From an optimization exercise on the open Yosys and OpenROAD flow, aimed at small area and a short achievable clock period; shortcuts taken in it are not production practice. Only simulation tests tie the RTL to the original design; equivalence was not proved. No activity file was given, so power comes from the tool's default toggle rates.

**design/flow/flow/run.sh**
```bash
#!/bin/bash
# Standard ORFS layout, with the port buffers made of the smallest buffer and
# a clock tree built without dummy balancing loads.
set -euo pipefail
bash standard.sh "BUFFER_PORTS_ARGS=-buffer_cell sky130_fd_sc_hd__buf_1" \
  "CTS_ARGS=-sink_clustering_enable -repair_clock_nets -dont_use_dummy_load -sink_clustering_size 40 -sink_clustering_max_diameter 100" finish > standard_flow.log 2>&1
```
**design/flow/standard.sh**
```bash
#!/bin/bash
# synth_recipe.tcl (not shown) runs the flow's synth.tcl, then flattens the netlist and writes it again
# the make line also repeats each setting of config.mk as NAME=value (left out here)
make -C /OpenROAD-flow-scripts/flow DESIGN_CONFIG=/design/flow/config.mk WORK_HOME=/design/flow/orfs CLKGATE_MAP_FILE= SYNTH_SCRIPT=/design/flow/synth_recipe.tcl "${@:-finish}"
```
**design/flow/config.mk**
```make
export PLATFORM = sky130hd
export DESIGN_NAME = shifter_io_wrapper
export DESIGN_NICKNAME = shifter_io_wrapper
export VERILOG_FILES = /design/flow/design.v
export SDC_FILE = /design/flow/constraint.sdc
export NUM_CORES = 4
export LEC_CHECK = 0
export CAP_MARGIN = 20
export CORE_MARGIN = 2
export CORE_UTILIZATION = 40
export SETUP_SLACK_MARGIN = 1.1
export SLEW_MARGIN = 20
export SYNTH_HIERARCHICAL = 1
```
**design/flow/constraint.sdc**
```tcl
create_clock -name core_clock -period 2.5 [get_ports {clk}]
set_input_delay 0.5000 -clock core_clock [delete_from_list [all_inputs] [get_ports {clk}]]
set_output_delay 0.5000 -clock core_clock [all_outputs]
set_load 0.01 [all_outputs]
```
**design/flow/design.v**
```verilog
module mux_inv (
    input  wire a,
    input  wire b,
    input  wire s,
    input  wire sn,
    output wire y
);
    assign y = ~((a | s) & (b | sn));
endmodule
module mux_buf (
    input  wire a,
    input  wire b,
    input  wire s,
    input  wire sn,
    output wire y
);
    assign y = (a | s) & (b | sn);
endmodule
module nor2_cell (
    input  wire a,
    input  wire b,
    output wire y
);
    assign y = ~(a | b);
endmodule
module or2_cell (
    input  wire a,
    input  wire b,
    output wire y
);
    assign y = a | b;
endmodule
module inv_cell (
    input  wire a,
    output wire y
);
    assign y = ~a;
endmodule
module shifter_io_wrapper #(
    parameter integer WIDTH = 32,
    parameter integer BLOCK = 16
)(
    input  wire             clk,
    input  wire             v_in,
    input  wire [1:0]       opcode,
    input  wire [4:0]       shamt,
    input  wire [31:0]      din,
    output reg  [31:0]      dout,
    output reg              v_out
);
    genvar i;
    wire [1:0] is_left, is_leftn;
    nor2_cell u_l0  (.a(opcode[1]), .b(opcode[0]), .y(is_left[0]));
    nor2_cell u_l1  (.a(opcode[1]), .b(opcode[0]), .y(is_left[1]));
    or2_cell  u_ln0 (.a(opcode[1]), .b(opcode[0]), .y(is_leftn[0]));
    or2_cell  u_ln1 (.a(opcode[1]), .b(opcode[0]), .y(is_leftn[1]));
    wire fill     = (opcode == 2'b10) & din[31];
    wire filln    = ~fill;
    wire [4:3] shn = ~shamt[4:3];
    wire [31:0] d1;    
    wire [31:0] d2;    
    wire [31:0] d3;    
    generate
        for (i = 0; i < 32; i = i + 1) begin : g_s1
            mux_inv u_rev (.a(din[i]), .b(din[31-i]), .s(is_left[i / 16]), .sn(is_leftn[i / 16]), .y(d1[i]));
            mux_inv u_16 (.a(d1[i]), .b(i + 16 < 32 ? d1[(i + 16) % 32] : filln),
                          .s(shamt[4]), .sn(shn[4]), .y(d2[i]));
            mux_inv u_8  (.a(d2[i]), .b(i + 8 < 32 ? d2[(i + 8) % 32] : fill),
                          .s(shamt[3]), .sn(shn[3]), .y(d3[i]));
        end
    endgenerate
    wire shn2b, sh2b;
    inv_cell u_shn2b (.a(shamt[2]), .y(shn2b));
    inv_cell u_sh2b  (.a(shn2b), .y(sh2b));
    reg [31:0] m_datan;             
    reg [2:0]  m_sh, m_shn;
    reg        m_sh2b, m_shn2b;     
    reg        m_left, m_leftn;
    reg        m_fill, m_v;
    always @(posedge clk) begin
        m_datan <= d3;
        m_sh    <= shamt[2:0];
        m_shn   <= ~shamt[2:0];
        m_sh2b  <= sh2b;
        m_shn2b <= shn2b;
        m_left  <= is_left[0];
        m_leftn <= is_leftn[0];
        m_fill  <= fill;
        m_v     <= v_in;
    end
    wire m_filln = ~m_fill;
    wire [31:0] e1;    
    wire [31:0] e2;    
    wire [31:0] e3;    
    wire [31:0] e4;    
    generate
        for (i = 0; i < 32; i = i + 1) begin : g_s2
            mux_inv u_4   (.a(m_datan[i]), .b(i + 4 < 32 ? m_datan[(i + 4) % 32] : m_filln),
                           .s(i < 16 ? m_sh[2] : m_sh2b), .sn(i < 16 ? m_shn[2] : m_shn2b), .y(e1[i]));
            mux_inv u_2   (.a(e1[i]), .b(i + 2 < 32 ? e1[(i + 2) % 32] : m_fill),
                           .s(m_sh[1]), .sn(m_shn[1]), .y(e2[i]));
            mux_inv u_1   (.a(e2[i]), .b(i + 1 < 32 ? e2[(i + 1) % 32] : m_filln),
                           .s(m_sh[0]), .sn(m_shn[0]), .y(e3[i]));
            mux_buf u_rev (.a(e3[i]), .b(e3[31-i]), .s(m_left), .sn(m_leftn), .y(e4[i]));
        end
    endgenerate
    always @(posedge clk) begin
        dout  <= e4;
        v_out <= m_v;
    end
endmodule
```
==> flow_summary.ini, run 1 <==
[global_routing]
track_usage_pct = 19.4
met1_usage_pct = 24.9
grt_overflow_total = 0
grt_pass1_wl_um = 13500
antenna_found_initial = 0
busiest_layer = met2
grt_util_met2_pct = 31.0
use_met3_pct = 4.52
grt_max_degree = 33
grt_pass1_vias = 2867

[cells_and_area]
stdcell_count = 510
area_growth_pct = 22.0
final_common_cell = o22ai_1
num_antenna_cells = 0
final_core_util_pct = 49.6
num-nets-final = 451
final_cell_mix = 190 x o22ai_1, 71 x buf_1, 70 x dfxtp_1
layout-drive-gt1-share_pct = 8.82
final_area_um2 = 3770

[floorplanning]
die_h_um = 91.9
boundaryPins = 74
rows = 32
core_area_um2 = 7610
fp.dieW_um = 91.9
die_area_um2 = 8440
initial_core_util_pct = 40.6

[setup_path]
critPathCaptureType = flop
critical_path_required_ns = 2.78
arrival_ns = 1.63
r2r_start = m_sh[2]
slowest_delay_ns = 0.40
cp_max_fo = 16
crit_chain = o22ai_1, o22ai_1, o22ai_1, o22a_1
slowest_stage = dfxtp_4
rr_worst_depth = 4
crit_top_cell = o22ai_1
crit_cells = 4
critPathKind = reg2reg
r2r_slack_ns = 1.15
reg2reg_to = dout[8]
cpLargestDelayFamily = compound AO/OA/AOI/OAI gates
startpoint_type = flop
critPathBufInv = 0

[drt]
via_per_inst = 6.36
routedWlPerCell_um = 16.5
drt_pass1_iterations = 7
drtIter0Drc = 145
wirelength_um = 8420
drc_errors = 0
final_antenna_net_count = 0
vias = 3243

[power_and_ir_drop]
total_power_mw = 2.75
cellLeakagePower_nw = 1.26
p_per_area_nw_per_um2 = 728
peakVddDrop_mv = 0.240

[placed_design]
post-place-cells = 496
dpl.hpwl_um = 5990
pre_cts_ws_ns = 0.496
port_buffers = 73
place_area_um2 = 3560
gp_congestion = 0.862

[sta]
tightestPinTransition_ns = 0.548
skew_ns = 0.0191
max_freq_ghz = 0.739
hold_ws_ns = 0.261
hold_violations = 0
worst_slack_ns = 1.15
fin_crit_sh_pct = 54.1
rsz0062_at_grt = yes
fin_crit_ns = 1.35
setup_viol = 0
relSlewSlack_pct = 63.5
slew_viol_final = 0
setup-tns-final_ns = 0

[hold_path]
hold_start = v_in
min_path_type = in2reg
whs_endpoint = m_v
whs_path_depth = 1

[clock_network]
cts_tree = built
worstSkewPairLatency_ns = 0.35
clk_pin_slew_ns = 0.07
clk_path_buf_depth = 2
cts.sinks = 77
cts_buffers = 9
cts-root-buf = clkbuf_8
htree_levels = 3

[yosys]
synth_nets = 356
netlist_area_um2 = 3090
synth_cell_types = 8
ys_top_cells_by_area = dfxtp_1 50%, o22ai_1 39%, o22a_1 9.1%
synth-seq-area-share_pct = 49.9
synth_top_area_cell = dfxtp_1
synth_top_area_share_pct = 49.9
synth_cells = 315
ys_seq_elements = 77
syn_area_per_cell_um2 = 9.81
yosysWarningCount = 7

[outcome]
run_status = no timing/DRC/antenna violations

[flow_run]
drv_cap = 0
-- per-module statistics from Yosys, one instance, submodules excluded --
module	cell area, um^2	times used
inv_cell	3.75	2
shifter_io_wrapper	1580	1
mux_buf	8.76	32
nor2_cell	3.75	2
mux_inv	6.26	192
or2_cell	6.26	2
-- Yosys cell counts (all sizes together) --
cell type / number
nor2: 2
nand3b: 1
o22a: 32
inv: 8
and3b: 1
or2: 2
o22ai: 192
dfxtp: 77
-- registers in the layout, summed over array words and instances (netlist names), 3 cells and up --
signal and flops:
dout 32, m_datan 32, m_sh 3, m_shn 3
-- how the worst max path moves through the flow --
stage                        to      start  slack (ns)
floorplan           m_datan[10]  opcode[0]        1.10
global placement    m_datan[10]  opcode[1]        0.53
detailed placement   m_datan[3]  opcode[1]        0.50
CTS                 m_datan[17]   shamt[4]        1.11
global route         m_datan[3]  opcode[0]        1.08
finish                  dout[8]    m_sh[2]        1.15
-- per-layer routing --
metal | routed length, um | vias up
met1 | 3960 | 1506
met3 | 514 | 15
met5 | 0 | -
li1 | - | 1597
met2 | 3770 | 125
met4 | 174 | 0
-- power by group --
part | total, mW | leakage, nW | internal [mW] | switching (mW)
sequential | 1.45 | 0.651 | 1.37 | 0.0878
clock | 0.684 | 0.0647 | 0.321 | 0.363
combinational | 0.607 | 0.543 | 0.264 | 0.343
-- logic make-up (layout without fill, tap and decap cells) --
kind of cell           Yosys count  count (layout)  synth area share [%]
DFF                             77              77                  49.9
AOI/OAI and AO/OA              224             224                  48.0
buffers and inverters            8             101                 0.972
and+or+nand+nor                  6               6                  1.17
-- timing repair --
item	CTS	global route
hold buffers	0	0
buffers inserted	2	2
pin swaps	1	1
gates resized for setup	10	8
endpoints found under the setup margin	64	62
gates cloned	0	1
-- area by class of cell --
class,count,area (um^2)
fill,755,3840
sequential,77,1560
multi-input combinational,230,1550
timing repair buffer,83,364
tap,102,128
clock buffer,9,124
inverter,8,33.8
timing repair inverter,1,7.51
==> run 2, diff against run 1 <==
==> design/flow/flow/run.sh (replaced) <==
#!/bin/bash
# Standard ORFS layout, with the port buffers made of the smallest buffer and
# a clock tree built without dummy balancing loads.
set -euo pipefail
bash standard.sh "BUFFER_PORTS_ARGS=-buffer_cell sky130_fd_sc_hd__buf_1" \
  "CTS_ARGS=-sink_clustering_enable -repair_clock_nets -dont_use_dummy_load -buf_list sky130_fd_sc_hd__clkbuf_4" RECOVER_POWER=50 finish > standard_flow.log 2>&1
--- a/design/flow/config.mk
+++ b/design/flow/config.mk
@@ -7,7 +7,7 @@
 export LEC_CHECK = 0
 export CAP_MARGIN = 20
 export CORE_MARGIN = 2
-export CORE_UTILIZATION = 40
+export CORE_UTILIZATION = 50
 export SETUP_SLACK_MARGIN = 1.1
 export SLEW_MARGIN = 20
 export SYNTH_HIERARCHICAL = 1
==> run 2 against run 1 <==
Synthesized cell count did not move. Register-to-register slack got worse by 0.29 ns. Still clean on timing, DRC and antenna. Highest routed layer unchanged. Largest cell class is now multi-input gates. Design area fell by 1.4%. Utilization rose by 13 points. Final cell count fell by 5.9%. Total power fell by 5.6%.
==> flow_summary.ini, run 2 <==
[outcome]
run_status = no timing/DRC/antenna violations

[drt]
final_antenna_net_count = 0
drc_errors = 0
routedWlPerCell_um = 16.6
via_per_inst = 6.55
drt_pass1_iterations = 4
drtIter0Drc = 167
vias = 3142
wirelength_um = 7980

[setup_path]
critical_path_required_ns = 2.76
critPathKind = in2reg
cpLargestDelayFamily = simple AND/OR/NAND/NOR gates
critPathBufInv = 1
crit_chain = clkbuf_1, nor2_1, o22ai_1, o22ai_1, o22ai_1
slowest_stage = nor2_1
cp_max_fo = 17
crit_top_cell = o22ai_1
arrival_ns = 2.10
slowest_delay_ns = 0.87
critPathCaptureType = flop
startpoint_type = primary input

[yosys]
netlist_area_um2 = 3090
ys_seq_elements = 77
ys_top_cells_by_area = dfxtp_1 50%, o22ai_1 39%, o22a_1 9.1%
ys.flop_type = dfxtp_1
synth_cell_types = 8
synth_most_common_cell = o22ai_1
synth_cells = 315
syn_area_per_cell_um2 = 9.81
async_reset_ff_share_pct = 0
synth_top_area_share_pct = 49.9
synth-seq-area-share_pct = 49.9
yosysWarningCount = 7
synth_top_area_cell = dfxtp_1
synth_nets = 356
synthTopCellsByCount = 192 x o22ai_1, 77 x dfxtp_1, 32 x o22a_1, 8 x inv_1
synth_edf_count = 0

[sta]
max_freq_ghz = 0.544
slew_viol_final = 0
rsz0062_at_grt = yes
setup_viol = 0
relSlewSlack_pct = 26.5
worst_slack_ns = 0.660
fin_crit_sh_pct = 73.6
fin_crit_ns = 1.84
hold_violations = 0
skew_ns = 0.0323
tightestPinTransition_ns = 1.10
setup-tns-final_ns = 0

[clock_network]
clk_path_buf_depth = 2
holdBufCountCts = 0
cts-root-buf = clkbuf_4
post_cts_buffers = 0
worstSkewPairLatency_ns = 0.40
cts_buffers = 9
cts.sinks = 77
cts_tree = built
clk_pin_slew_ns = 0.10
htree_levels = 3

[floorplanning]
core_area_um2 = 5960
fp.dieW_um = 82.6
boundaryPins = 74
die_area_um2 = 6820
initial_core_util_pct = 51.9
rows = 28
die_h_um = 82.6

[power_and_ir_drop]
pwr-share-clk_pct = 19.8
cellLeakagePower_nw = 1.31
p_int_mw = 1.82
seqPwrFrac_pct = 56.0
power_frac_comb_pct = 24.3
p_switching_mw = 0.773
sw_frac_of_total_pct = 29.8
peakVddDrop_mv = 0.349
p_per_area_nw_per_um2 = 698

[global_routing]
grt_pass1_vias = 2562
grt_max_degree = 33
antenna_found_initial = 0
track_usage_pct = 24.1
grt_pass1_wl_um = 12500
grt_overflow_total = 0

[placed_design]
pre_cts_ws_ns = 0.536
gp_congestion = 0.865
place_area_um2 = 3540
post-place-cells = 471
dpl.hpwl_um = 5650
port_buffers = 73

[hold_path]
min_path_type = in2reg

[cells_and_area]
final_common_cell = o22ai_1
fillCellCount = 536
area_growth_pct = 20.3
stdcell_count = 480
num-nets-final = 448
final_area_um2 = 3720
final_cell_mix = 185 x o22ai_1, 68 x dfxtp_1, 40 x buf_1
num_antenna_cells = 0
final_core_util_pct = 62.4
layout-drive-gt1-share_pct = 15.8
reg_top3 = dout (32), m_datan (32)

[flow_run]
drv_cap = 0
run 2: cell counts after synthesis:
Identical to the previous run, type by type.
run 2: layer usage:
metal / global-route usage [%] / vias to the layer above / wire length, um
met5: 0 / - / 0
met4: 9.34 / 0 / 79
met3: 5.22 / 6 / 350
met2: 37.6 / 96 / 3790
met1: 32.5 / 1450 / 3760
li1: - / 1590 / -
run 2: per-module statistics from Yosys (local to each module, per instance):
module	copies in the design	cell area, um^2
mux_buf	32	8.76
mux_inv	192	6.26
inv_cell	2	3.75
shifter_io_wrapper	1	1580
nor2_cell	2	3.75
or2_cell	2	6.26
run 2: area by class of cell:
cell class | instances | area (um^2) | area share [%]
Clock buffer | 9 | 67.6 | 1.82
Inverter | 8 | 33.8 | 0.909
Multi-Input combinational cell | 230 | 1570 | 42.3
Sequential cell | 77 | 1560 | 42.0
Tap cell | 75 | 93.8 | 2.52
Timing Repair Buffer | 81 | 388 | 10.4
run 2: path summary, 6_finish.rpt:
kind,slack [ns],from,cells past startpoint,endpoint
max,0.66,opcode[0],5,m_datan[1]
min,0.19,v_in,1,m_v
max reg2reg,0.86,m_shn2b,4,dout[22]
min reg2reg,0.34,m_v,0,v_out
run 2: through the flow:
step / hold WS [ns] / power, mW
2_1_floorplan: 0.310 / 1.86
3_3_place_gp: 0.315 / 2.06
3_5_place_dp: 0.324 / 2.06
4_1_cts: 0.167 / 2.57
5_1_grt: 0.158 / 2.75
6_report: 0.188 / 2.59
run 2: logic make-up after synthesis:
group | synth area share (%)
flops | 49.9
buf+inv | 0.972
simple gates | 1.17
compound gates | 48.0
run 2: power by group through the flow:
stage | combinational [mW] | clock [mW] | sequential, mW
2_1_floorplan | 0.345 | 0 | 1.52
3_3_place_gp | 0.589 | 0 | 1.47
3_5_place_dp | 0.589 | 0 | 1.47
4_1_cts | 0.595 | 0.528 | 1.44
5_1_grt | 0.697 | 0.577 | 1.47
6_report | 0.629 | 0.513 | 1.45
run 2: timing repair:
item | 4_1_cts | 5_1_grt
resized for setup | 6 | 64
endpoints found under the hold margin | 0 | 0
endpoints found under the setup margin | 48 | 85
==> run 3, diff against run 2 <==
==> design/flow/flow/run.sh (replaced) <==
#!/bin/bash
# Standard ORFS layout, with the port buffers made of the smallest buffer and
# a clock tree built without dummy balancing loads.
set -euo pipefail
bash standard.sh "BUFFER_PORTS_ARGS=-buffer_cell sky130_fd_sc_hd__buf_1" \
  "CTS_ARGS=-sink_clustering_enable -repair_clock_nets -dont_use_dummy_load -buf_list sky130_fd_sc_hd__clkbuf_4" RECOVER_POWER=100 finish > standard_flow.log 2>&1
==> run 3 against run 2 <==
Still clean on timing, DRC and antenna. Critical path depth did not move. Final cell count did not move. Via count rose by 1.5%. Design area fell by 1.1%. Die area did not move. Total power fell by 0.47%. Critical endpoint unchanged. Largest cell class unchanged. Largest power group unchanged.
==> flow_summary.ini, run 3 <==
[sta]
hold_violations = 0
tightestPinTransition_ns = 1.10
max_freq_ghz = 0.547
relSlewSlack_pct = 26.5
fin_crit_ns = 1.83
setup_viol = 0
slew_viol_final = 0
rsz0062_at_grt = yes
skew_ns = 0.0324
setup-tns-final_ns = 0
fin_crit_sh_pct = 73.1

[placed_design]
port_buffers = 73
dpl.hpwl_um = 5650
gp_congestion = 0.865
place_area_um2 = 3540

[drt]
via_per_inst = 6.64
drtIter0Drc = 163
drc_errors = 0
routedWlPerCell_um = 16.8
drt_pass1_iterations = 5
final_antenna_net_count = 0
wirelength_um = 8080
vias = 3188

[yosys]
synth_nets = 356
synth_top_family_by_area = compound AO/OA/AOI/OAI gates
ys_seq_elements = 77
async_reset_ff_share_pct = 0
synth_most_common_cell = o22ai_1
yosysWarningCount = 7
synth_compound_area_share_pct = 48.0
ys.flop_type = dfxtp_1
synthMuxAreaShare_pct = 0
synth_cells = 315
synthTopCellsByCount = 192 x o22ai_1, 77 x dfxtp_1, 32 x o22a_1, 8 x inv_1
synth-xor-area-share_pct = 0
ys_top_cells_by_area = dfxtp_1 50%, o22ai_1 39%, o22a_1 9.1%
synth_top_area_share_pct = 49.9
synth_top_area_cell = dfxtp_1
synth_simple_gate_area_share_pct = 1.17
synth_edf_count = 0
syn_area_per_cell_um2 = 9.81
synth_cell_types = 8
netlist_area_um2 = 3090
synth_fa_ha_area_share_pct = 0
synth-seq-area-share_pct = 49.9

[floorplanning]
boundaryPins = 74
rows = 28
initial_core_util_pct = 51.9
fp.dieW_um = 82.6
core_area_um2 = 5960
die_area_um2 = 6820
die_h_um = 82.6

[setup_path]
critical_path_required_ns = 2.77
startpoint_type = primary input
cp_max_fo = 17
critPathKind = in2reg
critPathCaptureType = flop
arrival_ns = 2.10
rr_worst_depth = 4

[global_routing]
grt_overflow_total = 0
grt_pass1_wl_um = 12500
grt_max_degree = 33
grt_pass1_vias = 2562
track_usage_pct = 24.1
antenna_found_initial = 0

[power_and_ir_drop]
cellLeakagePower_nw = 1.24
p_per_area_nw_per_um2 = 702
peakVddDrop_mv = 0.346

[cells_and_area]
layout-drive-gt1-share_pct = 9.14
final_common_cell = o22ai_1
fillCellCount = 558
area_growth_pct = 19.0
final_cell_mix = 185 x o22ai_1, 71 x dfxtp_1, 40 x buf_1
reg_top3 = dout (32), m_datan (32)
final_area_um2 = 3680
num-nets-final = 448
num_antenna_cells = 0

[hold_path]
whs_path_depth = 1
min_path_type = in2reg

[clock_network]
holdBufCountCts = 0
cts.sinks = 77
worstSkewPairLatency_ns = 0.42
cts_buffers = 9
cts_tree = built
post_cts_buffers = 0
htree_levels = 3
cts-root-buf = clkbuf_4
clk_path_buf_depth = 2
clk_pin_slew_ns = 0.10

[flow_run]
drv_cap = 0

[outcome]
run_status = no timing/DRC/antenna violations
[run 3: cell count changes in the layout (fill, tap and decap cells not counted), sizes merged]
cell	delta
clkbuf	+9
buf	-9
[run 3: cell families (layout without fill, tap and decap cells)]
family | Yosys count | count (layout)
flip-flops | 77 | 77
AND/OR/NAND/NOR | 6 | 6
AO/OA/AOI/OAI | 224 | 224
buffers and inverters | 8 | 98
[run 3: cell type report]
cell class	instances	area [um^2]	area share (%)
sequential	77	1560	42.4
tap	75	93.8	2.55
inverter	8	33.8	0.919
timing repair buffer	81	352	9.56
multi-input combinational	230	1570	42.7
clock buffer	9	67.6	1.84
[run 3: where the power goes]
part | switching [mW] | total [mW] | internal, mW
Sequential | 0.0842 | 1.45 | 1.37
Combinational | 0.345 | 0.614 | 0.269
Clock | 0.349 | 0.516 | 0.167
[run 3: final timing paths]
check	start	to	slack, ns
worst max register to register	m_shn2b	dout[22]	0.87
worst min-delay path	v_in	m_v	0.18
worst min register to register	m_v	v_out	0.34
worst max-delay path	opcode[0]	m_datan[1]	0.67
[run 3: Yosys stat by module, one instance, submodules excluded]
module / cells / copies in the design / cell area [um^2] / flops+latches
shifter_io_wrapper: 85 / 1 / 1580 / 77
mux_buf: 1 / 32 / 8.76 / 0
mux_inv: 1 / 192 / 6.26 / 0
or2_cell: 1 / 2 / 6.26 / 0
inv_cell: 1 / 2 / 3.75 / 0
nor2_cell: 1 / 2 / 3.75 / 0
[run 3: metrics by stage]
stage,hold slack [ns],total power [mW],worst slack [ns],utilization [%],cells
after floorplan,0.310,1.86,1.10,-,315
after global placement,0.315,2.06,0.561,59.4,471
after detailed placement,0.324,2.06,0.536,59.4,471
after CTS,0.167,2.57,1.10,60.7,480
after global routing,0.158,2.73,0.549,61.7,480
final,0.175,2.58,0.673,61.7,480
[run 3: critical path: stages]
cell	delay, ns
clkbuf_1	0.15
nor2_1	0.87
o22ai_1	0.22
o22ai_1	0.25
o22ai_1	0.11
[run 3: per-layer routing]
layer  vias to the layer above  wire length, um  global-route usage [%]
met5                         -                0                       0
met4                         0               79                    9.34
met3                         6              432                    5.22
met2                       114             3740                    37.6
met1                      1475             3830                    32.5
li1                       1593                -                       -
[run 3: what timing repair did]
item	in CTS	in global routing
pin swaps	0	0
gates resized for setup	6	64
endpoints found under the setup margin	48	85
==> run 4, diff against run 3 <==
==> design/flow/flow/run.sh (replaced) <==
#!/bin/bash
# Standard ORFS layout, with the port buffers made of the smallest buffer and
# a clock tree built without dummy balancing loads.
set -euo pipefail
bash standard.sh "BUFFER_PORTS_ARGS=-buffer_cell sky130_fd_sc_hd__buf_1" \
  "CTS_ARGS=-sink_clustering_enable -repair_clock_nets -dont_use_dummy_load -buf_list sky130_fd_sc_hd__clkbuf_4 -sink_clustering_size 10" finish > standard_flow.log 2>&1
==> run 4 against run 3 <==
Utilization up 1.0 points. Total power up 0.89%. Final cell count unchanged. Sequential power about the same. Combinational power up 3.3%. Critical endpoint is now dout[0]. Area after synthesis unchanged. Die area unchanged. Hold slack better by 0.0030 ns. Synthesized cell count unchanged. Count of clock-buffer cells in the layout unchanged.
==> flow_summary.ini, run 4 <==
[outcome]
run_status = no timing/DRC/antenna violations

[hold_path]
hold_start = v_in
whs_endpoint = m_v
whs_path_depth = 1
min_path_type = in2reg

[setup_path]
startpoint_type = flop
r2r_start = m_sh[2]
critical_path_required_ns = 2.00
slowest_delay_ns = 0.32
critPathBufInv = 1
rr_worst_depth = 4
critPathKind = reg2out
arrival_ns = 0.86
cp_max_fo = 1
critPathCaptureType = primary output
r2r_slack_ns = 1.17
crit_chain = buf_2
cpLargestDelayFamily = flip-flops
reg2reg_to = dout[2]
slowest_stage = dfxtp_1

[cells_and_area]
num-nets-final = 448
stdcell_count = 480
final_core_util_pct = 62.8
area_growth_pct = 21.0
reg_top3 = dout (32), m_datan (32)
final_area_um2 = 3740
layout-drive-gt1-share_pct = 17.8
num_antenna_cells = 0
final_common_cell = o22ai_1
final_cell_mix = 185 x o22ai_1, 67 x dfxtp_1, 40 x buf_1

[yosys]
synth-seq-area-share_pct = 49.9
syn_area_per_cell_um2 = 9.81
synth_top_area_share_pct = 49.9
synth_cells = 315
async_reset_ff_share_pct = 0
synth_cell_types = 8
ys_seq_elements = 77
synth_most_common_cell = o22ai_1
ys.flop_type = dfxtp_1
synth_edf_count = 0
synthTopCellsByCount = 192 x o22ai_1, 77 x dfxtp_1, 32 x o22a_1, 8 x inv_1
synth_nets = 356
yosysWarningCount = 7
ys_top_cells_by_area = dfxtp_1 50%, o22ai_1 39%, o22a_1 9.1%
synth_top_area_cell = dfxtp_1
netlist_area_um2 = 3090

[drt]
drt_pass1_iterations = 4
via_per_inst = 6.61
final_antenna_net_count = 0
drc_errors = 0
drtIter0Drc = 191
vias = 3171
routedWlPerCell_um = 16.7
wirelength_um = 7990

[power_and_ir_drop]
pwr-share-clk_pct = 19.9
cellLeakagePower_nw = 1.33
peakVddDrop_mv = 0.349
p_int_mw = 1.82
total_power_mw = 2.60
power_frac_comb_pct = 24.3
sw_frac_of_total_pct = 29.9
p_per_area_nw_per_um2 = 697
seqPwrFrac_pct = 55.7
p_switching_mw = 0.780

[sta]
hold_ws_ns = 0.178
setup-tns-final_ns = 0
fin_crit_ns = 1.36
relSlewSlack_pct = 65.9
skew_ns = 0.0370
tightestPinTransition_ns = 0.512
slew_viol_final = 0
hold_violations = 0
max_freq_ghz = 0.737
setup_viol = 0
worst_slack_ns = 1.14
fin_crit_sh_pct = 54.3
rsz0062_at_grt = yes

[global_routing]
grt_util_met2_pct = 37.6
busiest_layer = met2
antenna_found_initial = 0
grt_max_degree = 33
grt_pass1_wl_um = 12500
track_usage_pct = 24.1
grt_pass1_vias = 2562
use_met3_pct = 5.22
grt_overflow_total = 0
met1_usage_pct = 32.5

[floorplanning]
fp.dieW_um = 82.6
boundaryPins = 74
core_area_um2 = 5960
die_h_um = 82.6
rows = 28
initial_core_util_pct = 51.9
die_area_um2 = 6820

[placed_design]
place_area_um2 = 3540
post-place-cells = 471
port_buffers = 73
pre_cts_ws_ns = 0.536
gp_congestion = 0.865
dpl.hpwl_um = 5650

[clock_network]
worstSkewPairLatency_ns = 0.42
cts-root-buf = clkbuf_4
post_cts_buffers = 0
clk_pin_slew_ns = 0.11
cts_tree = built
holdBufCountCts = 0
htree_levels = 3
cts_buffers = 9
clk_path_buf_depth = 2
cts.sinks = 77

[flow_run]
drv_cap = 0
[run 4: cell count changes in the layout (fill, tap and decap cells not counted)]
cell	before	now
clkbuf_2	2	22
or2_0	1	0
nor2_1	1	0
dfxtp_1	71	67
buf_2	0	8
buf_6	2	3
clkbuf_1	29	0
dfxtp_2	2	5
nor2_4	1	2
or2_4	1	2
dfxtp_4	4	5
[run 4: cell type report]
cell class | instances | area, um^2
Fill cell | 531 | 2220
Tap cell | 75 | 93.8
Inverter | 8 | 33.8
Multi-Input combinational cell | 230 | 1580
Clock buffer | 9 | 67.6
Sequential cell | 77 | 1570
Timing Repair Buffer | 81 | 394
[run 4: routing by layer]
metal,wire (um),share of wire (%),vias to the layer above
li1,-,-,1591
met1,3780,47,1461
met2,3740,47,112
met3,384,4.8,7
met4,83,1.0,0
met5,0,0,-
[run 4: worst register-to-register path, cell delays in order, from the launching register on]
cell and delay, ns:
dfxtp_4 0.42, o22ai_1 0.32, o22ai_1 0.16, o22ai_1 0.23, o22a_1 0.16
[run 4: cells by family after synthesis]
family	Yosys count	synth area share, %
AOI/OAI and AO/OA	224	48.0
buffers and inverters	8	0.972
and+or+nand+nor	6	1.17
DFF	77	49.9
[run 4: worst max path at each step]
stage	startpoint	end	slack (ns)	cells past startpoint
5_1_grt	shamt[4]	m_datan[11]	1.07	4
6_report	dout[0]	dout[0]	1.14	1
2_1_floorplan	opcode[0]	m_datan[10]	1.10	4
4_1_cts	m_sh[2]	dout[3]	1.10	4
3_5_place_dp	opcode[1]	m_datan[12]	0.54	5
3_3_place_gp	opcode[1]	m_datan[12]	0.56	5
[run 4: power by group through the flow]
| stage | Sequential (mW) | Combinational (mW) | Clock [mW] |
|---|---|---|---|
| floorplan | 1.52 | 0.345 | 0 |
| global placement | 1.47 | 0.589 | 0 |
| detailed placement | 1.47 | 0.589 | 0 |
| CTS | 1.44 | 0.595 | 0.528 |
| global route | 1.47 | 0.702 | 0.577 |
| finish | 1.45 | 0.634 | 0.518 |
[run 4: what timing repair did]
action / CTS / global route
setup endpoints to repair: 48 / 85
endpoints found under the hold margin: 0 / 0
gates resized for setup: 6 / 64
[run 4: Yosys stat by module, one instance, submodules excluded]
module              area, um^2  times used  cells
inv_cell                  3.75           2      1
or2_cell                  6.26           2      1
shifter_io_wrapper        1580           1     85
mux_inv                   6.26         192      1
nor2_cell                 3.75           2      1
mux_buf                   8.76          32      1
==> run 5, diff against run 4 <==
==> design/flow/flow/run.sh (replaced) <==
#!/bin/bash
# Standard ORFS layout, with the port buffers made of the smallest buffer and
# a clock tree built without dummy balancing loads.
set -euo pipefail
bash standard.sh "BUFFER_PORTS_ARGS=-buffer_cell sky130_fd_sc_hd__buf_1" \
  "CTS_ARGS=-sink_clustering_enable -repair_clock_nets -dont_use_dummy_load -buf_list {sky130_fd_sc_hd__clkbuf_4 sky130_fd_sc_hd__clkbuf_8}" finish > standard_flow.log 2>&1
==> run 5 against run 4 <==
Still clean. Wire length increased by 0.85%. Clock power up 31%. Maximum frequency barely moved. Sequential share of layout area down 0.26 points. Largest power group unchanged. Highest routed layer unchanged.
==> flow_summary.ini, run 5 <==
[outcome]
run_status = no timing/DRC/antenna violations

[hold_path]
hold_start = v_in
whs_endpoint = m_v
min_path_type = in2reg
whs_path_depth = 1

[clock_network]
holdBufCountCts = 0
cts_buffers = 9
clk_pin_slew_ns = 0.07
htree_levels = 3
worstSkewPairLatency_ns = 0.34
cts_tree = built
cts.sinks = 77
clk_path_buf_depth = 2
cts-root-buf = clkbuf_8

[placed_design]
pre_cts_ws_ns = 0.536
port_buffers = 73
gp_congestion = 0.865
dpl.hpwl_um = 5650
post-place-cells = 471

[cells_and_area]
final_cell_mix = 189 x o22ai_1, 71 x dfxtp_1, 71 x buf_1
final_core_util_pct = 62.9
layout-drive-gt1-share_pct = 9.05
reg_top3 = dout (32), m_datan (32)
area_growth_pct = 21.3
num-nets-final = 452
num_antenna_cells = 0
final_common_cell = o22ai_1
stdcell_count = 484

[setup_path]
reg2reg_to = dout[6]
critPathCaptureType = flop
crit_chain = o22ai_1, o22ai_1, o22ai_1, o22a_1
arrival_ns = 1.62
cp_max_fo = 16
r2r_start = m_sh[2]
slowest_delay_ns = 0.40
critical_path_required_ns = 2.76
crit_cells = 4
crit_top_cell = o22ai_1
cpLargestDelayFamily = compound AO/OA/AOI/OAI gates
critPathBufInv = 0
r2r_slack_ns = 1.14
rr_worst_depth = 4
slowest_stage = dfxtp_4
critPathKind = reg2reg
startpoint_type = flop

[drt]
via_per_inst = 6.64
final_antenna_net_count = 0
vias = 3216
drt_pass1_iterations = 5
routedWlPerCell_um = 16.7
drc_errors = 0
wirelength_um = 8060
drtIter0Drc = 191

[floorplanning]
initial_core_util_pct = 51.9
core_area_um2 = 5960
boundaryPins = 74
rows = 28
die_h_um = 82.6
fp.dieW_um = 82.6
die_area_um2 = 6820

[sta]
fin_crit_sh_pct = 54.3
relSlewSlack_pct = 65.9
skew_ns = 0.0190
hold_ws_ns = 0.254
setup_viol = 0
slew_viol_final = 0
hold_violations = 0
tightestPinTransition_ns = 0.512
setup-tns-final_ns = 0
fin_crit_ns = 1.36
max_freq_ghz = 0.737
worst_slack_ns = 1.14
rsz0062_at_grt = yes

[yosys]
synth_fa_ha_area_share_pct = 0
synth_compound_area_share_pct = 48.0
synth-seq-area-share_pct = 49.9
netlist_area_um2 = 3090
synth_nets = 356
synth_cell_types = 8
synth_edf_count = 0
synth_most_common_cell = o22ai_1
yosysWarningCount = 7
synth_top_family_by_area = compound AO/OA/AOI/OAI gates
async_reset_ff_share_pct = 0
syn_area_per_cell_um2 = 9.81
synth_top_area_cell = dfxtp_1
synth-xor-area-share_pct = 0
ys_top_cells_by_area = dfxtp_1 50%, o22ai_1 39%, o22a_1 9.1%
ys_seq_elements = 77
synthTopCellsByCount = 192 x o22ai_1, 77 x dfxtp_1, 32 x o22a_1, 8 x inv_1
synth_simple_gate_area_share_pct = 1.17
synth_top_area_share_pct = 49.9
synthMuxAreaShare_pct = 0
ys.flop_type = dfxtp_1
synth_cells = 315

[power_and_ir_drop]
p_per_area_nw_per_um2 = 731
seqPwrFrac_pct = 52.7
power_frac_comb_pct = 22.5
p_int_mw = 1.95
cellLeakagePower_nw = 1.27
p_switching_mw = 0.787
pwr-share-clk_pct = 24.8
peakVddDrop_mv = 0.456
sw_frac_of_total_pct = 28.7

[global_routing]
grt_overflow_total = 0
track_usage_pct = 24.4
grt_pass1_vias = 2569
grt_max_degree = 33
antenna_found_initial = 0
grt_pass1_wl_um = 12600

[flow_run]
drv_cap = 0
## run 5: power groups by stage
stage          clock, mW  combinational [mW]  sequential (mW)
2_1_floorplan          0               0.345             1.52
3_3_place_gp           0               0.589             1.47
3_5_place_dp           0               0.589             1.47
4_1_cts            0.703               0.598             1.44
5_1_grt            0.760               0.682             1.47
6_report           0.679               0.617             1.45
## run 5: per-stage QoR
stage / power [mW] / instance area (um^2)
global route: 2.91 / 3750
finish: 2.74 / 3750
floorplan: 1.86 / 3110
CTS: 2.75 / 3680
detailed placement: 2.06 / 3540
global placement: 2.06 / 3540
## run 5: logic make-up (layout without fill, tap and decap cells)
logic type             count (synthesis)  count (layout)
flip-flops                            77              77
AO/OA/AOI/OAI                        224             224
buffers and inverters                  8             102
AND/OR/NAND/NOR                        6               6
## run 5: final cells by class
cell class	instances	area (um^2)
sequential	77	1560
timing repair buffer	84	372
timing repair inverter	1	7.51
fill	525	2210
tap	75	93.8
multi-input combinational	230	1560
clock buffer	9	124
inverter	8	33.8
## run 5: modules after synthesis (local to each module, per instance)
module | times used | flip-flops and latches | cell area (um^2)
mux_buf | 32 | 0 | 8.76
shifter_io_wrapper | 1 | 77 | 1580
nor2_cell | 2 | 0 | 3.75
or2_cell | 2 | 0 | 6.26
inv_cell | 2 | 0 | 3.75
mux_inv | 192 | 0 | 6.26
## run 5: layer usage
| layer | wire length [um] | GRT usage, % | part of all wire, % | vias to the layer above |
|---|---|---|---|---|
| li1 | - | - | - | 1602 |
| met1 | 3740 | 32.5 | 46 | 1470 |
| met2 | 3750 | 37.7 | 47 | 130 |
| met3 | 441 | 7.72 | 5.5 | 14 |
| met4 | 133 | 7.38 | 1.7 | 0 |
| met5 | 0 | 0 | 0 | - |
## run 5: worst max path at each step
stage / endpoint / start / slack (ns)
after detailed placement: m_datan[12] / opcode[1] / 0.54
after global routing: dout[2] / m_shn[2] / 1.08
after floorplan: m_datan[10] / opcode[0] / 1.10
after global placement: m_datan[12] / opcode[1] / 0.56
final: dout[6] / m_sh[2] / 1.14
after CTS: dout[6] / m_sh[2] / 1.09
## run 5: worst register-to-register path: cells and delay by family (launching register included)
family	cells	cell delay (ns)
DFF	1	0.40
AOI/OAI and AO/OA	4	0.88
## run 5: what timing repair did
| item | CTS | global route |
|---|---|---|
| gates resized for setup | 9 | 9 |
| pin swaps | 0 | 1 |
| endpoints found under the setup margin | 49 | 60 |
| cloned | 0 | 1 |
| setup buffers | 0 | 3 |
==> run 6, diff against run 5 <==
--- a/design/flow/design.v
+++ b/design/flow/design.v
@@ -36,6 +36,12 @@
 );
     assign y = ~a;
 endmodule
+module wire_cell (
+    input  wire a,
+    output wire y
+);
+    assign y = a;
+endmodule
 module shifter_io_wrapper #(
     parameter integer WIDTH = 32,
     parameter integer BLOCK = 16
@@ -56,7 +62,7 @@
     or2_cell  u_ln1 (.a(opcode[1]), .b(opcode[0]), .y(is_leftn[1]));
     wire fill     = (opcode == 2'b10) & din[31];
     wire filln    = ~fill;
-    wire [4:3] shn = ~shamt[4:3];
+    wire [4:2] shn = ~shamt[4:2];
     wire [31:0] d1;    
     wire [31:0] d2;    
     wire [31:0] d3;    
@@ -69,9 +75,9 @@
                           .s(shamt[3]), .sn(shn[3]), .y(d3[i]));
         end
     endgenerate
-    wire shn2b, sh2b;
-    inv_cell u_shn2b (.a(shamt[2]), .y(shn2b));
-    inv_cell u_sh2b  (.a(shn2b), .y(sh2b));
+    wire sh2b, shn2b;
+    wire_cell u_sh2b  (.a(shamt[2]), .y(sh2b));
+    wire_cell u_shn2b (.a(shn[2]),   .y(shn2b));
     reg [31:0] m_datan;             
     reg [2:0]  m_sh, m_shn;
     reg        m_sh2b, m_shn2b;     
==> run 6 against run 5 <==
Still clean. Count of clock-buffer cells in the layout unchanged. Final cell count decreased by 0.62%. Sequential cell count stayed put. Global-route usage shrank 0.55 points. First-iteration DRC count is 39% higher. Worst setup slack about the same. Clock power about the same. Clock skew rose by 0.0022 ns. Area after synthesis grew 0.24%. Critical path type unchanged.
==> flow_summary.ini, run 6 <==
[floorplanning]
core_area_um2 = 5960
fp.dieW_um = 82.7
boundaryPins = 74
initial_core_util_pct = 52.0
rows = 28
die_h_um = 82.7
die_area_um2 = 6840

[power_and_ir_drop]
total_power_mw = 2.74
cellLeakagePower_nw = 1.25
pwr-share-clk_pct = 24.9
sw_frac_of_total_pct = 28.7
power_frac_comb_pct = 22.3
p_switching_mw = 0.787
p_int_mw = 1.95
seqPwrFrac_pct = 52.9
p_per_area_nw_per_um2 = 735
peakVddDrop_mv = 0.342

[yosys]
ys_top_cells_by_area = dfxtp_1 50%, o22ai_1 39%, o22a_1 9.1%
synthTopCellsByCount = 192 x o22ai_1, 77 x dfxtp_1, 32 x o22a_1, 6 x inv_1
netlist_area_um2 = 3100
synth-seq-area-share_pct = 49.8
synth_cells = 315
async_reset_ff_share_pct = 0
synth-xor-area-share_pct = 0
syn_area_per_cell_um2 = 9.83
yosysWarningCount = 7
synth_compound_area_share_pct = 47.8
synth_top_area_share_pct = 49.8
synth_top_area_cell = dfxtp_1
synth_cell_types = 9
synth_nets = 356
synth_simple_gate_area_share_pct = 1.17
synth_edf_count = 0
ys_seq_elements = 77
synth_most_common_cell = o22ai_1
synth_fa_ha_area_share_pct = 0
synthMuxAreaShare_pct = 0
ys.flop_type = dfxtp_1
synth_top_family_by_area = compound AO/OA/AOI/OAI gates

[cells_and_area]
layout-drive-gt1-share_pct = 8.62
reg_top3 = dout (32), m_datan (32)
final_cell_mix = 190 x o22ai_1, 71 x dfxtp_1, 71 x buf_1
area_growth_pct = 20.4
final_common_cell = o22ai_1
num_antenna_cells = 0
final_core_util_pct = 62.6
num-nets-final = 449

[hold_path]
min_path_type = in2reg
whs_endpoint = m_v
whs_path_depth = 1
hold_start = v_in

[setup_path]
rr_worst_depth = 4
r2r_start = m_sh[2]
critPathCaptureType = flop
r2r_slack_ns = 1.14
startpoint_type = flop
crit_top_cell = o22ai_1
cpLargestDelayFamily = compound AO/OA/AOI/OAI gates
crit_chain = o22ai_1, o22ai_1, o22ai_1, o22a_1
cp_max_fo = 16
slowest_stage = dfxtp_4
critPathKind = reg2reg
critPathBufInv = 0
arrival_ns = 1.63
slowest_delay_ns = 0.41
critical_path_required_ns = 2.77
reg2reg_to = dout[28]

[drt]
wirelength_um = 7990
drc_errors = 0
vias = 3193
drtIter0Drc = 266
drt_pass1_iterations = 5
final_antenna_net_count = 0
routedWlPerCell_um = 16.6
via_per_inst = 6.64

[global_routing]
grt_max_degree = 34
grt_pass1_wl_um = 12600
track_usage_pct = 23.8
antenna_found_initial = 0
grt_overflow_total = 0
grt_pass1_vias = 2660

[clock_network]
cts_tree = built
worstSkewPairLatency_ns = 0.34
cts-root-buf = clkbuf_8
htree_levels = 3
cts.sinks = 77
clk_path_buf_depth = 2
clk_pin_slew_ns = 0.07
cts_buffers = 9

[sta]
setup_viol = 0
hold_violations = 0
rsz0062_at_grt = yes
fin_crit_ns = 1.36
fin_crit_sh_pct = 54.3
relSlewSlack_pct = 65.0
max_freq_ghz = 0.736
skew_ns = 0.0211
tightestPinTransition_ns = 0.524
slew_viol_final = 0
setup-tns-final_ns = 0
worst_slack_ns = 1.14

[flow_run]
drv_cap = 0

[placed_design]
port_buffers = 73
pre_cts_ws_ns = 0.520
dpl.hpwl_um = 5640
gp_congestion = 0.894

[outcome]
run_status = no timing/DRC/antenna violations
==> run 6: cell types whose count changed after synthesis <==
| cell | change |
|---|---|
| buf_4 | +2 |
| inv_1 | -2 |
==> run 6: worst reg2reg max path: stages, from the launching register on <==
cell	delay, ns
dfxtp_4	0.41
o22ai_1	0.34
o22ai_1	0.16
o22ai_1	0.23
o22a_1	0.16
==> run 6: how the worst max path moves through the flow <==
stage	startpoint	end	slack, ns	cells after the start
floorplan	opcode[0]	m_datan[10]	1.10	4
global placement	opcode[1]	m_datan[12]	0.56	5
detailed placement	opcode[1]	m_datan[12]	0.52	5
CTS	m_sh[2]	dout[7]	1.10	4
global route	m_sh[2]	dout[6]	1.07	4
finish	m_sh[2]	dout[28]	1.14	4
==> run 6: metal layers <==
| layer | up-vias | global-route usage [%] | part of all wire (%) |
|---|---|---|---|
| li1 | 1590 | - | - |
| met1 | 1443 | 31.2 | 47 |
| met2 | 142 | 38.0 | 45 |
| met3 | 18 | 4.13 | 5.6 |
| met4 | 0 | 11.5 | 2.4 |
| met5 | - | 0 | 0 |
==> run 6: power by group through the flow <==
stage,Combinational [mW],Clock (mW),Sequential (mW)
final,0.610,0.681,1.45
after floorplan,0.347,0,1.52
after detailed placement,0.586,0,1.47
after global placement,0.584,0,1.47
after CTS,0.594,0.697,1.45
after global routing,0.672,0.753,1.47
==> run 6: area by class of cell <==
type / instances / area (um^2)
fillers: 553 / 2230
inverters: 6 / 26.3
well taps: 75 / 93.8
multi-input cells: 230 / 1550
clock buffers: 9 / 124
repair buffers: 83 / 364
flip-flops and latches: 77 / 1560
repair inverters: 1 / 7.51
==> run 6: through the flow <==
step | hold slack [ns] | cell area (um^2) | instances
2_1_floorplan | 0.310 | 3120 | 315
3_3_place_gp | 0.311 | 3520 | 468
3_5_place_dp | 0.315 | 3520 | 468
4_1_cts | 0.255 | 3670 | 478
5_1_grt | 0.258 | 3730 | 481
6_report | 0.266 | 3730 | 481
==> run 6: timing repair <==
item | CTS | global route
hold buffers | 0 | 0
gates cloned | 0 | 1
pin swaps | 1 | 1
endpoints found under the setup margin | 64 | 63
gates resized for setup | 7 | 10
setup buffers | 1 | 2
==> run 6: cells by family after synthesis <==
group	count (synthesis)
AND/OR/NAND/NOR	6
buffers and inverters	8
flip-flops	77
AO/OA/AOI/OAI	224
==> run 6: per-module statistics from Yosys (local to each module, per instance) <==
module | copies in the design | cells | flops+latches | cell area, um^2
wire_cell | 2 | 1 | 0 | 7.51
or2_cell | 2 | 1 | 0 | 6.26
shifter_io_wrapper | 1 | 85 | 77 | 1580
nor2_cell | 2 | 1 | 0 | 3.75
mux_buf | 32 | 1 | 0 | 8.76
mux_inv | 192 | 1 | 0 | 6.26
==> run 7, diff against run 6 <==
==> design/flow/flow/run.sh (replaced) <==
#!/bin/bash
# Standard ORFS layout, with the port buffers made of the smallest buffer and
# a clock tree built without dummy balancing loads.
set -euo pipefail
bash standard.sh "BUFFER_PORTS_ARGS=-buffer_cell sky130_fd_sc_hd__buf_1" \
  "CTS_ARGS=-sink_clustering_enable -repair_clock_nets -dont_use_dummy_load -buf_list sky130_fd_sc_hd__clkbuf_4" finish > standard_flow.log 2>&1
==> run 7 against run 6 <==
Global-route usage up 0.25 points. Total power down 5.7%. Sequential share of layout area up 0.51 points. Clock power down 26%. First-iteration DRC count down 6.8%. Utilization down 0.40 points. Count of clock-buffer cells in the layout unchanged. Sequential power about the same.
==> flow_summary.ini, run 7 <==
[setup_path]
r2r_start = m_sh[2]
critPathLaunch = m_sh[2]
crit_path_end = dout[13]
slowest_delay_ns = 0.46
r2r_slack_ns = 1.13
startpoint_type = flop
critPathBufInv = 0
cp_max_fo = 16
cpLargestDelayFamily = compound AO/OA/AOI/OAI gates
crit_top_cell = o22ai_1
critPathCaptureType = flop
arrival_ns = 1.66
slowest_stage = dfxtp_4
crit_chain = o22ai_1, o22ai_1, o22ai_1, o22a_1
rr_worst_depth = 4
critPathKind = reg2reg
critical_path_required_ns = 2.79
reg2reg_to = dout[13]
crit_cells = 4

[global_routing]
busiest_layer = met2
grt_pass1_wl_um = 12600
grt_max_degree = 34
grt_overflow_total = 0
grt_pass1_vias = 2662
grt_util_met2_pct = 38.1
met1_usage_pct = 31.2
track_usage_pct = 24.1
antenna_found_initial = 0
use_met3_pct = 4.46

[drt]
wirelength_um = 7920
drt_pass1_iterations = 5
vias = 3245
routedWlPerCell_um = 16.6
via_per_inst = 6.79
drtIter0Drc = 248
final_antenna_net_count = 0
drc_errors = 0

[floorplanning]
initial_core_util_pct = 52.0
rows = 28
core_area_um2 = 5960
boundaryPins = 74
fp.dieW_um = 82.7
die_area_um2 = 6840
die_h_um = 82.7

[clock_network]
htree_levels = 3
cts.sinks = 77
cts_tree = built
clk_pin_slew_ns = 0.11
holdBufCountCts = 0
cts-root-buf = clkbuf_4
worstSkewPairLatency_ns = 0.42
clk_path_buf_depth = 2
cts_buffers = 9

[yosys]
ys.flop_type = dfxtp_1
syn_area_per_cell_um2 = 9.83
synth_top_area_cell = dfxtp_1
ys_top_cells_by_area = dfxtp_1 50%, o22ai_1 39%, o22a_1 9.1%
synth_cell_types = 9
async_reset_ff_share_pct = 0
synth_most_common_cell = o22ai_1
yosysWarningCount = 7
synthTopCellsByCount = 192 x o22ai_1, 77 x dfxtp_1, 32 x o22a_1, 6 x inv_1
synth-seq-area-share_pct = 49.8
synth_cells = 315
synth_edf_count = 0
ys_seq_elements = 77
synth_top_area_share_pct = 49.8
synth_nets = 356
netlist_area_um2 = 3100

[placed_design]
post-place-cells = 468
port_buffers = 73
dpl.hpwl_um = 5640
gp_congestion = 0.894

[cells_and_area]
stdcell_count = 478
final_cell_mix = 188 x o22ai_1, 64 x dfxtp_1, 39 x buf_1
layout-drive-gt1-share_pct = 18.1
area_growth_pct = 19.6
final_common_cell = o22ai_1
num-nets-final = 446
fillCellCount = 568
num_antenna_cells = 0
final_core_util_pct = 62.2
reg_top3 = dout (32), m_datan (32)

[sta]
tightestPinTransition_ns = 0.523
rsz0062_at_grt = yes
relSlewSlack_pct = 65.1
setup-tns-final_ns = 0
fin_crit_ns = 1.37
skew_ns = 0.0282
max_freq_ghz = 0.730
fin_crit_sh_pct = 54.8
slew_viol_final = 0
setup_viol = 0
hold_violations = 0

[power_and_ir_drop]
peakVddDrop_mv = 0.319
seqPwrFrac_pct = 56.2
sw_frac_of_total_pct = 29.6
power_frac_comb_pct = 24.2
p_per_area_nw_per_um2 = 697
pwr-share-clk_pct = 19.5
p_int_mw = 1.82
p_switching_mw = 0.765
cellLeakagePower_nw = 1.31

[flow_run]
drv_cap = 0

[outcome]
run_status = no timing/DRC/antenna violations

[hold_path]
min_path_type = in2reg
==> run 7: worst min path at each step <==
stage                  start       to  slack (ns)  cells past startpoint
detailed placement       m_v    v_out        0.32                      0
global route        shamt[1]  m_sh[1]        0.16                      1
global placement         m_v    v_out        0.31                      0
finish                  v_in      m_v        0.19                      1
floorplan                m_v    v_out        0.31                      0
CTS                     v_in      m_v        0.17                      1
==> run 7: Yosys stat by module (local to each module, per instance) <==
module,times used,flip-flops and latches
mux_inv,192,0
shifter_io_wrapper,1,77
wire_cell,2,0
nor2_cell,2,0
or2_cell,2,0
mux_buf,32,0
==> run 7: layer usage <==
metal	routed length, um	up-vias
li1	-	1583
met3	431	20
met4	167	0
met5	0	-
met1	3650	1493
met2	3670	149
==> run 7: cell type report <==
cell class                 instances  area [um^2]  area share, %
tap                               75         93.8           2.53
inverter                           6         26.3          0.709
multi-input combinational        230         1560           42.2
timing repair buffer              81          383           10.3
sequential                        77         1570           42.4
clock buffer                       9         67.6           1.82
==> run 7: cell families after synthesis <==
family / Yosys count / share of synthesized area (%)
AO/OA/AOI/OAI: 224 / 47.8
flip-flops: 77 / 49.8
buffers and inverters: 8 / 1.21
AND/OR/NAND/NOR: 6 / 1.17
==> run 7: power groups by stage <==
stage / Clock (mW) / Combinational, mW / Sequential, mW
floorplan: 0 / 0.347 / 1.52
global placement: 0 / 0.584 / 1.47
detailed placement: 0 / 0.586 / 1.47
CTS: 0.527 / 0.595 / 1.44
global route: 0.580 / 0.688 / 1.47
finish: 0.505 / 0.626 / 1.45
==> run 7: repair_timing <==
action                                  4_1_cts  5_1_grt
buffers inserted                              1        0
endpoints found under the setup margin       64       81
pin swaps                                     1        0
gates resized for setup                      10       52
==> run 7: metrics by stage <==
step           hold WS, ns  total power, mW  setup WS (ns)  cell area, um^2
3_3_place_gp         0.311             2.06          0.561             3520
5_1_grt              0.164             2.74           1.05             3700
4_1_cts              0.167             2.57           1.10             3610
3_5_place_dp         0.315             2.06          0.520             3520
2_1_floorplan        0.310             1.86           1.10             3120
6_report             0.195             2.58           1.13             3700
==> run 8, diff against run 7 <==
--- a/design/flow/config.mk
+++ b/design/flow/config.mk
@@ -7,7 +7,7 @@
 export LEC_CHECK = 0
 export CAP_MARGIN = 20
 export CORE_MARGIN = 2
-export CORE_UTILIZATION = 50
+export CORE_UTILIZATION = 40
 export SETUP_SLACK_MARGIN = 1.1
 export SLEW_MARGIN = 20
 export SYNTH_HIERARCHICAL = 1
==> run 8 against run 7 <==
Non-clock buffer count rose by 5. Largest cell class is now multi-input gates. Final cell count rose by 6.9%. Area after synthesis did not move.
==> flow_summary.ini, run 8 <==
[hold_path]
hold_start = v_in
min_path_type = in2reg
whs_path_depth = 1
whs_endpoint = m_v

[floorplanning]
die_area_um2 = 8460
rows = 32
core_area_um2 = 7610
fp.dieW_um = 92.0
die_h_um = 92.0
boundaryPins = 74
initial_core_util_pct = 40.7

[global_routing]
grt_overflow_total = 0
grt_pass1_vias = 2872
antenna_found_initial = 0
grt_max_degree = 33
grt_pass1_wl_um = 13300
track_usage_pct = 19.3

[sta]
fin_crit_ns = 1.38
rsz0062_at_grt = yes
hold_violations = 0
setup-tns-final_ns = 0
max_freq_ghz = 0.725
slew_viol_final = 0
fin_crit_sh_pct = 55.2
setup_viol = 0
worst_slack_ns = 1.12
skew_ns = 0.0364
tightestPinTransition_ns = 0.540
relSlewSlack_pct = 64.0

[cells_and_area]
num_antenna_cells = 0
layout-drive-gt1-share_pct = 22.5
final_common_cell = o22ai_1
final_core_util_pct = 52.5
area_growth_pct = 29.1
final_cell_mix = 161 x o22ai_1, 67 x dfxtp_1, 50 x buf_1
num-nets-final = 452
ff_latch_area_um2 = 1570
reg_top3 = dout (32), m_datan (32)
fillCellCount = 717
stdcell_count = 511
multiInputGateArea_um2 = 1780

[clock_network]
cts.sinks = 77
cts_buffers = 9
clk_pin_slew_ns = 0.11
holdBufCountCts = 0
cts-root-buf = clkbuf_4
worstSkewPairLatency_ns = 0.41
cts_tree = built
htree_levels = 3
clk_path_buf_depth = 2

[setup_path]
slowest_stage = dfxtp_4
critical_path_required_ns = 2.82
critPathBufInv = 0
cp_max_fo = 16
crit_top_cell = o22ai_1
rr_worst_depth = 4
slowest_delay_ns = 0.41
startpoint_type = flop
reg2reg_to = dout[21]
arrival_ns = 1.70
critPathKind = reg2reg
r2r_slack_ns = 1.12
cpLargestDelayFamily = compound AO/OA/AOI/OAI gates
r2r_start = m_sh2b
critPathCaptureType = flop
crit_chain = o22ai_1, o22ai_1, o22ai_1, o22a_1

[yosys]
yosysWarningCount = 7
synth_cells = 315
async_reset_ff_share_pct = 0
netlist_area_um2 = 3100
synth_top_area_cell = dfxtp_1
synth_cell_types = 9
ys.flop_type = dfxtp_1
synth-seq-area-share_pct = 49.8
synth_top_area_share_pct = 49.8
synthTopCellsByCount = 192 x o22ai_1, 77 x dfxtp_1, 32 x o22a_1, 6 x inv_1
synth_nets = 356
ys_top_cells_by_area = dfxtp_1 50%, o22ai_1 39%, o22a_1 9.1%
ys_seq_elements = 77
synth_edf_count = 0
syn_area_per_cell_um2 = 9.83
synth_most_common_cell = o22ai_1

[drt]
drt_pass1_iterations = 7
drtIter0Drc = 215
routedWlPerCell_um = 16.8
drc_errors = 0
via_per_inst = 6.30
vias = 3218
wirelength_um = 8600
final_antenna_net_count = 0

[power_and_ir_drop]
cellLeakagePower_nw = 1.38
p_per_area_nw_per_um2 = 665
peakVddDrop_mv = 0.191
total_power_mw = 2.66

[placed_design]
gp_congestion = 0.889
dpl.hpwl_um = 5900
post-place-cells = 494
port_buffers = 73
pre_cts_ws_ns = 0.510

[outcome]
run_status = no timing/DRC/antenna violations

[flow_run]
drv_cap = 0
## run 8: layer usage
layer / wire (um) / track usage [%]
met1: 3980 / 25.2
met2: 3970 / 30.3
met3: 516 / 4.77
met4: 140 / 8.58
met5: 0 / 0
## run 8: kinds of logic after synthesis
group / count (synthesis) / synth area share (%)
compound gates: 224 / 47.8
buf+inv: 8 / 1.21
simple gates: 6 / 1.17
flops: 77 / 49.8
## run 8: layout make-up
type | instances | share of cell area (%)
clock buffers | 9 | 1.69
inverters | 6 | 0.657
multi-input cells | 230 | 44.5
flip-flops and latches | 77 | 39.2
well taps | 102 | 3.19
repair buffers | 86 | 10.6
repair inverters | 1 | 0.188
## run 8: how the worst max path moves through the flow
stage | depth (start not counted) | to | slack (ns) | startpoint
final | 4 | dout[21] | 1.12 | m_sh2b
after floorplan | 4 | m_datan[10] | 1.10 | opcode[0]
after global routing | 4 | dout[12] | 1.03 | m_sh2b
after CTS | 1 | dout[0] | 1.10 | dout[0]
after detailed placement | 5 | m_datan[9] | 0.51 | opcode[1]
after global placement | 5 | m_datan[14] | 0.52 | opcode[1]
## run 8: stage by stage
stage	hold slack, ns	cell area [um^2]
5_1_grt	0.167	4000
3_3_place_gp	0.317	3550
6_report	0.185	4000
4_1_cts	0.165	3660
2_1_floorplan	0.310	3120
3_5_place_dp	0.324	3550
## run 8: Yosys stat by module, one instance, submodules excluded
module              copies in the design  area [um^2]  cells inside
mux_buf                               32         8.76             1
mux_inv                              192         6.26             1
nor2_cell                              2         3.75             1
wire_cell                              2         7.51             1
shifter_io_wrapper                     1         1580            85
or2_cell                               2         6.26             1
## run 8: report_power, final
part | internal [mW] | switching (mW)
Combinational | 0.319 | 0.370
Sequential | 1.37 | 0.101
Clock | 0.167 | 0.334
## run 8: what timing repair did
| item | 4_1_cts | 5_1_grt |
|---|---|---|
| setup buffers | 2 | 5 |
| endpoints found under the setup margin | 71 | 72 |
| pin swaps | 1 | 2 |
| cloned | 0 | 1 |
| gates resized for setup | 16 | 69 |
==> run 9, diff against run 8 <==
--- a/design/flow/config.mk
+++ b/design/flow/config.mk
@@ -7,7 +7,7 @@
 export LEC_CHECK = 0
 export CAP_MARGIN = 20
 export CORE_MARGIN = 2
-export CORE_UTILIZATION = 40
+export CORE_UTILIZATION = 45
 export SETUP_SLACK_MARGIN = 1.1
 export SLEW_MARGIN = 20
 export SYNTH_HIERARCHICAL = 1
==> run 9 against run 8 <==
Still clean on timing, DRC and antenna. Total power down 3.8%. Combinational power down 11%. Die area down 11%. Maximum frequency down 0.18%. Hold slack worse by 0.0018 ns. Utilization up 2.2 points. Global-route usage up 1.6 points. Clock power down 1%. Design area down 8.0%. Area after synthesis unchanged. Largest cell class unchanged.
==> flow_summary.ini, run 9 <==
[floorplanning]
rows = 30
fp.dieW_um = 87.0
boundaryPins = 74
die_area_um2 = 7560
initial_core_util_pct = 46.1
die_h_um = 87.0
core_area_um2 = 6720

[drt]
vias = 3121
drc_errors = 0
drtIter0Drc = 197
via_per_inst = 6.46
routedWlPerCell_um = 16.2
wirelength_um = 7820
drt_pass1_iterations = 5
final_antenna_net_count = 0

[global_routing]
antenna_found_initial = 0
track_usage_pct = 20.9
grt_overflow_total = 0
grt_pass1_wl_um = 12600
grt_pass1_vias = 2614
grt_max_degree = 33

[placed_design]
port_buffers = 73
dpl.hpwl_um = 5670
post-place-cells = 473
gp_congestion = 0.891
place_area_um2 = 3530

[yosys]
ys_top_cells_by_area = dfxtp_1 50%, o22ai_1 39%, o22a_1 9.1%
synth_top_area_share_pct = 49.8
netlist_area_um2 = 3100
ys_seq_elements = 77
synth_edf_count = 0
yosysWarningCount = 7
synth_top_area_cell = dfxtp_1
synth_most_common_cell = o22ai_1
synth_cells = 315
synth_cell_types = 9
synthTopCellsByCount = 192 x o22ai_1, 77 x dfxtp_1, 32 x o22a_1, 6 x inv_1
syn_area_per_cell_um2 = 9.83
async_reset_ff_share_pct = 0
ys.flop_type = dfxtp_1
synth-seq-area-share_pct = 49.8
synth_nets = 356

[clock_network]
worstSkewPairLatency_ns = 0.42
cts.sinks = 77
cts-root-buf = clkbuf_4
cts_tree = built
htree_levels = 3
holdBufCountCts = 0
clk_pin_slew_ns = 0.12
clk_path_buf_depth = 2
cts_buffers = 9

[power_and_ir_drop]
p_int_mw = 1.80
peakVddDrop_mv = 0.221
power_frac_comb_pct = 23.9
pwr-share-clk_pct = 19.4
seqPwrFrac_pct = 56.8
sw_frac_of_total_pct = 29.5
cellLeakagePower_nw = 1.25
p_switching_mw = 0.755
p_per_area_nw_per_um2 = 695

[setup_path]
crit_path_end = dout[13]
r2r_slack_ns = 1.12
rr_worst_depth = 4
critPathCaptureType = flop
slowest_delay_ns = 0.47
critPathLaunch = m_sh[2]
critPathKind = reg2reg
crit_chain = o22ai_1, o22ai_1, o22ai_1, o22a_1
crit_top_cell = o22ai_1
reg2reg_to = dout[13]
critical_path_required_ns = 2.78
arrival_ns = 1.67
slowest_stage = dfxtp_4
cp_max_fo = 16
r2r_start = m_sh[2]
startpoint_type = flop

[hold_path]
min_path_type = in2reg

[sta]
setup_viol = 0
fin_crit_sh_pct = 55.3
skew_ns = 0.0406
tightestPinTransition_ns = 0.539
setup-tns-final_ns = 0
hold_violations = 0
fin_crit_ns = 1.38
slew_viol_final = 0
max_freq_ghz = 0.723
relSlewSlack_pct = 64.0
rsz0062_at_grt = yes

[cells_and_area]
final_area_um2 = 3680
multiInputGateArea_um2 = 1570
reg_top3 = dout (32), m_datan (32)
ff_latch_area_um2 = 1560
num-nets-final = 446
fillCellCount = 665
final_cell_mix = 187 x o22ai_1, 71 x dfxtp_1, 61 x buf_1
num_antenna_cells = 0
layout-drive-gt1-share_pct = 11.2
stdcell_count = 483
area_growth_pct = 18.7
final_common_cell = o22ai_1

[outcome]
run_status = no timing/DRC/antenna violations

[flow_run]
drv_cap = 0
run 9: metrics by stage:
step | worst slack, ns | utilization [%] | total power [mW] | hold WS [ns]
2_1_floorplan | 1.10 | - | 1.86 | 0.310
3_3_place_gp | 0.556 | 52.6 | 2.06 | 0.314
3_5_place_dp | 0.537 | 52.6 | 2.06 | 0.319
4_1_cts | 1.11 | 53.8 | 2.56 | 0.161
5_1_grt | 1.02 | 54.7 | 2.71 | 0.160
6_report | 1.12 | 54.7 | 2.56 | 0.183
run 9: per-module statistics from Yosys, one instance, submodules excluded:
module / copies in the design / flip-flops and latches / cells inside
shifter_io_wrapper: 1 / 77 / 85
mux_buf: 32 / 0 / 1
wire_cell: 2 / 0 / 1
mux_inv: 192 / 0 / 1
or2_cell: 2 / 0 / 1
nor2_cell: 2 / 0 / 1
run 9: area by class of cell:
cell class | instances | area share, %
multi-input combinational | 230 | 42.7
sequential | 77 | 42.5
inverter | 6 | 0.715
timing repair buffer | 81 | 9.60
tap | 80 | 2.72
clock buffer | 9 | 1.84
run 9: power groups by stage:
| stage | clock, mW | sequential (mW) | combinational [mW] |
|---|---|---|---|
| final | 0.495 | 1.45 | 0.610 |
| after global routing | 0.573 | 1.47 | 0.674 |
| after CTS | 0.521 | 1.45 | 0.594 |
| after detailed placement | 0 | 1.47 | 0.586 |
| after global placement | 0 | 1.47 | 0.589 |
| after floorplan | 0 | 1.52 | 0.347 |
run 9: timing repair:
action,CTS,global route
gates resized for setup,8,22
buffers inserted,1,0
pin swaps,1,0
endpoints found under the setup margin,61,62
run 9: kinds of logic (layout without fill, tap and decap cells):
family                 after synthesis  after routing  share of synthesized area, %
and+or+nand+nor                      6              6                          1.17
buffers and inverters                8             96                          1.21
AOI/OAI and AO/OA                  224            224                          47.8
DFF                                 77             77                          49.8
run 9: critical path, delay by kind of cell, from the launching register on:
kind,cells,cell delay [ns]
flops,1,0.47
compound gates,4,0.76
run 9: worst min path at each step:
stage	from	endpoint	slack (ns)	depth (start not counted)
floorplan	m_v	v_out	0.31	0
global placement	m_v	v_out	0.31	0
detailed placement	m_v	v_out	0.32	0
CTS	shamt[0]	m_sh[0]	0.16	1
global route	shamt[0]	m_sh[0]	0.16	1
finish	v_in	m_v	0.18	1
run 9: routing by layer:
| layer | track usage (%) | share of wire, % | up-vias |
|---|---|---|---|
| met4 | 10.1 | 2.6 | 0 |
| li1 | - | - | 1588 |
| met5 | 0 | 0 | - |
| met3 | 4.27 | 6.2 | 17 |
| met1 | 27.6 | 46 | 1389 |
| met2 | 32.6 | 45 | 127 |

==> static timing again, ports no longer ideal <==
The flow's constraints put no driver on any port. The routed layouts listed below were extracted and timed again, unchanged, in two steps. Step 1 (the two cells are an assumption about what drives the block):
set clk [get_ports {clk}]
set_driving_cell -lib_cell sky130_fd_sc_hd__clkbuf_16 $clk
set_driving_cell -lib_cell sky130_fd_sc_hd__buf_2 [delete_from_list [all_inputs] $clk]
Step 2 also shifts input and output timing later by t, the mid clock arrival at the registers, as if the neighbouring blocks saw the same clock. a / b / c = ideal ports / drivers / drivers and shift; a / b = the first two.
| run | t (ns) | slack for setup (ns) | worst setup path at the end | slew at the worst register clock pin (ns) | worst slew at a driven data input, ns |
|---|---|---|---|---|---|
| run 1 | 0.366 | 1.146 / 1.146 / 0.834 | input to register | 0.08 / 0.08 | 0.03 |
| run 2 | 0.415 | 0.660 / 0.667 / 0.252 | input to register | 0.11 / 0.11 | 0.03 |
| run 3 | 0.427 | 0.673 / 0.679 / 0.252 | input to register | 0.11 / 0.11 | 0.03 |
| run 4 | 0.427 | 1.144 / 1.117 / 0.758 | input to register | 0.12 / 0.12 | 0.03 |
| run 5 | 0.359 | 1.142 / 1.142 / 0.840 | input to register | 0.07 / 0.07 | 0.03 |
| run 6 | 0.358 | 1.142 / 1.142 / 0.820 | input to register | 0.08 / 0.08 | 0.03 |
| run 7 | 0.424 | 1.130 / 1.119 / 0.778 | input to register | 0.11 / 0.11 | 0.03 |
| run 8 | 0.417 | 1.120 / 1.120 / 0.718 | input to register | 0.11 / 0.11 | 0.03 |
| run 9 | 0.423 | 1.118 / 1.114 / 0.772 | input to register | 0.12 / 0.12 | 0.03 |
After both steps setup and hold are still met in every run listed. The setup slack of run 3, which loses most, moves by +0.006 ns with the drivers and by -0.421 ns with both steps.
